Source: an optimization exercise on an open RTL-to-GDS flow (aim: small area). Production flows keep margins and buffers that such runs may drop.
Only simulation tests tie the RTL to the original design; equivalence was not proved.
Power and IR drop assume default switching activity.

==> flow/design.v (excerpt) <==
module tv80s ( 
  m1_n, mreq_n, iorq_n, rd_n, wr_n, rfsh_n, halt_n, busak_n, A, data_out,
  reset_n, clk, wait_n, int_n, nmi_n, busrq_n, data_in
  );
  parameter Mode = 0;     
  parameter T2Write = 1;  
  parameter IOWait  = 1;  
  input         reset_n; 
  input         clk; 
  input         wait_n; 
  input         int_n; 
  input         nmi_n; 
  input         busrq_n; 
  output        m1_n; 
  output        mreq_n; 
  output        iorq_n; 
  output        rd_n; 
  output        wr_n; 
  output        rfsh_n; 
  output        halt_n; 
  output        busak_n; 
  output [15:0] A;
  input [7:0]   data_in;
  output [7:0]  data_out;
  reg           mreq_n; 
  reg           iorq_n; 
  reg           rd_n; 
  reg           wr_n; 
  wire          cen;
  wire          intcycle_n;
  wire          no_read;
  wire          write;
  wire          iorq;
  reg [7:0]     data_in_reg;
  wire [6:0]    mcycle;
  wire [6:0]    tstate;
  assign    cen = 1;
  tv80_core #(Mode, IOWait) i_tv80_core
    (
     .cen (cen),
     .m1_n (m1_n),
     .iorq (iorq),
     .no_read (no_read),
     .write (write),
     .rfsh_n (rfsh_n),
     .halt_n (halt_n),
     .wait_n (wait_n),
     .int_n (int_n),
     .nmi_n (nmi_n),
     .reset_n (reset_n),
     .busrq_n (busrq_n),
     .busak_n (busak_n),
     .clk (clk),
     .IntE (),
     .stop (),
     .A (A),
     .dinst (data_in),
     .data_in (data_in_reg),
     .data_out (data_out),
     .mc (mcycle),
     .ts (tstate),
     .intcycle_n (intcycle_n)
     );  
  always @(posedge clk)
    begin
      if (!reset_n)
        begin
          rd_n   <= 1'b1;
          wr_n   <= 1'b1;
          iorq_n <= 1'b1;
          mreq_n <= 1'b1;
          data_in_reg <= 0;
        end
      else
        begin
          rd_n <= 1'b1;
          wr_n <= 1'b1;
          iorq_n <= 1'b1;
          mreq_n <= 1'b1;
          if (mcycle[0])
            begin
              if (tstate[1] || (tstate[2] && wait_n == 1'b0))
                begin
                  rd_n <= ~ intcycle_n;
                  mreq_n <= ~ intcycle_n;
                  iorq_n <= intcycle_n;
                end
              if (tstate[3])
            mreq_n <= 1'b0;
            end  
          else
            begin
  ...
Size: roughly 46 I/O pins.
==> flow/config.mk <==
export PLATFORM = sky130hd
export DESIGN_NAME = tv80s
export DESIGN_NICKNAME = tv80s
export VERILOG_FILES = /design/flow/design.v
export SDC_FILE = /design/flow/constraint.sdc
export NUM_CORES = 4
export LEC_CHECK = 0
export CAP_MARGIN = 20
export CORE_MARGIN = 2
export CORE_UTILIZATION = 40
export SETUP_SLACK_MARGIN = 0.2
export SLEW_MARGIN = 20
==> flow/constraint.sdc <==
create_clock -name core_clock -period 10.0 [get_ports {clk}]
set_input_delay 2.0000 -clock core_clock [delete_from_list [all_inputs] [get_ports {clk}]]
set_output_delay 2.0000 -clock core_clock [all_outputs]
set_load 0.01 [all_outputs]
standard.sh (not shown) runs the stock make flow with config.mk's settings and CLKGATE_MAP_FILE= SYNTH_SCRIPT=/design/flow/synth_recipe.tcl, a recipe that flattens the netlist after the stock synthesis.
==> flow/flow/run.sh <==
#!/bin/bash
# Standard synthesis, then an area-oriented re-mapping of the combinational
# logic only (flip-flops keep their names and cell types), then the standard
# layout steps.
set -euo pipefail
HERE=$(pwd)
R=$HERE/orfs/results/$FLOW_PLATFORM/tv80s/base
# extra make variables for the layout steps, one per line
EXTRA=()
if [[ -f flow/make_args.txt ]]; then mapfile -t EXTRA < flow/make_args.txt; fi

bash standard.sh synth > $HERE/1_standard_synth.log 2>&1
cp $R/1_2_yosys.v $HERE/1_2_yosys.standard.v

export REMAP_LIB=$FLOW_HOME/platforms/$FLOW_PLATFORM/lib/sky130_fd_sc_hd__tt_025C_1v80.lib
export REMAP_IN=$HERE/1_2_yosys.standard.v
export REMAP_OUT=$HERE/1_2_yosys.remap.v
export REMAP_TOP=$FLOW_TOP
export REMAP_SCRIPT=$HERE/flow/remap.abc
export REMAP_DONT_USE="$(sed -n '/^export DONT_USE_CELLS += /,/^$/p' $FLOW_HOME/platforms/$FLOW_PLATFORM/config.mk | tr -d '\\' | sed 's/export DONT_USE_CELLS +=//' | grep -o 'sky130_[A-Za-z0-9_]*' | tr '\n' ' ')"
yosys -c flow/remap.tcl > $HERE/1_remap.log 2>&1

# the remapped netlist replaces the standard one; make then rebuilds only 1_synth.odb
cp $REMAP_OUT $R/1_2_yosys.v
rm -f $R/1_synth.odb $R/1_synth.sdc
bash standard.sh "${EXTRA[@]}" synth > $HERE/1_odb.log 2>&1
bash standard.sh "${EXTRA[@]}" finish > $HERE/2_finish.log 2>&1
==> flow/flow/make_args.txt <==
BUFFER_PORTS_ARGS=-buffer_cell sky130_fd_sc_hd__buf_1
==> flow/flow/remap.abc <==
strash
&get -n
&deepsyn -T 600
&put
dch -f
map -D 5000
topo
==> flow/flow/remap.tcl <==
# Re-map the combinational logic of the standard synthesis netlist with an
# area-oriented ABC script. Flip-flops (and their instance names and cell
# types) are kept exactly as the standard synthesis made them.
yosys -import
set lib $::env(REMAP_LIB)
read_liberty -ignore_miss_func $lib
read_verilog $::env(REMAP_IN)
hierarchy -top $::env(REMAP_TOP)
setattr -mod -set keep_hierarchy 1 sky130_fd_sc_hd__df* sky130_fd_sc_hd__edf* sky130_fd_sc_hd__sdf* sky130_fd_sc_hd__dl* sky130_fd_sc_hd__conb*
tee -o $::env(REMAP_OUT).before.stat stat
flatten
opt_clean -purge
set dontuse {}
foreach c $::env(REMAP_DONT_USE) { lappend dontuse -dont_use $c }
abc -liberty $lib {*}$dontuse -script $::env(REMAP_SCRIPT) $::env(REMAP_TOP)
opt_clean -purge
hilomap -singleton -hicell sky130_fd_sc_hd__conb_1 HI -locell sky130_fd_sc_hd__conb_1 LO $::env(REMAP_TOP)
splitnets
opt_clean -purge
tee -o $::env(REMAP_OUT).after.stat stat
select $::env(REMAP_TOP)
write_verilog -noattr -noexpr -nohex -nodec -selected $::env(REMAP_OUT)
The first run finished clean.
Change:
==> flow/flow/remap.abc (replaced) <==
strash
&get -n
&deepsyn -T 600
&put
dch -f
map -D 5000 -F 1
topo
- CTS_BUF_LIST: not set -> sky130_fd_sc_hd__clkbuf_8
- SETUP_SLACK_MARGIN: 0.2 -> 0.3
Outcome: The changed run passed the timing, DRC and antenna checks; setup slack improves by 150 ps; wire length is about the same; area after synthesis barely changes; cell count stays flat; utilization went down by 0.63 points; cell area shrinks by 1.4%; worst hold slack is about the same.
Change:
- CTS_BUF_LIST: sky130_fd_sc_hd__clkbuf_8 -> not set
- SETUP_SLACK_MARGIN: 0.3 -> not set
Outcome: Hold slack improves by 13 ps. Final area came out higher by 1.5%. Via count went up by 2.4%.
Change:
- SETUP_SLACK_MARGIN: not set -> 0.3
Via count shrinks by a few percent.
Area after synthesis shrinks slightly.
First-iteration DRC count shrinks by about a fifth.
Critical path depth grows by 2.
Final cell count shrinks slightly.
Clock-buffer cell count grows by 2.
Routed wire length shrinks by a few percent.
Total power grows by roughly a tenth.
Hold slack improves by 4.6 ps.
Worst setup slack improves by 530 ps.
Synthesized cell count hardly moves.

static timing again, ports no longer ideal:
In the flow no input, the clock included, has a driving cell. The finished layouts below were timed again as built, in two steps.
Step 1 (the two cells are an assumption about what drives the block):
set clk [get_ports {clk}]
set_driving_cell -lib_cell sky130_fd_sc_hd__clkbuf_16 $clk
set_driving_cell -lib_cell sky130_fd_sc_hd__buf_2 [delete_from_list [all_inputs] $clk]
Step 2 adds t to the input delays and takes it off the output delays; t is the mean of the earliest and latest rising clock arrival at the registers after step 1. Input paths then give back, and output paths get back, about the clock's delay inside the block.
Slacks: ideal ports / drivers / drivers and shift; pairs: ideal ports / drivers.
run | shift t [ns] | setup WS [ns] | latest minus earliest clock arrival (ns)
the first run | 0.710 | 1.005 / 1.005 / 1.005 | 0.038 / 0.038
the second run | 0.756 | 1.159 / 1.159 / 1.159 | 0.052 / 0.052
the third run | 0.661 | 0.438 / 0.438 / 0.438 | 0.053 / 0.053
the fourth run | 0.669 | 0.967 / 0.967 / 0.967 | 0.036 / 0.036
After both steps setup and hold are still met in every run listed.
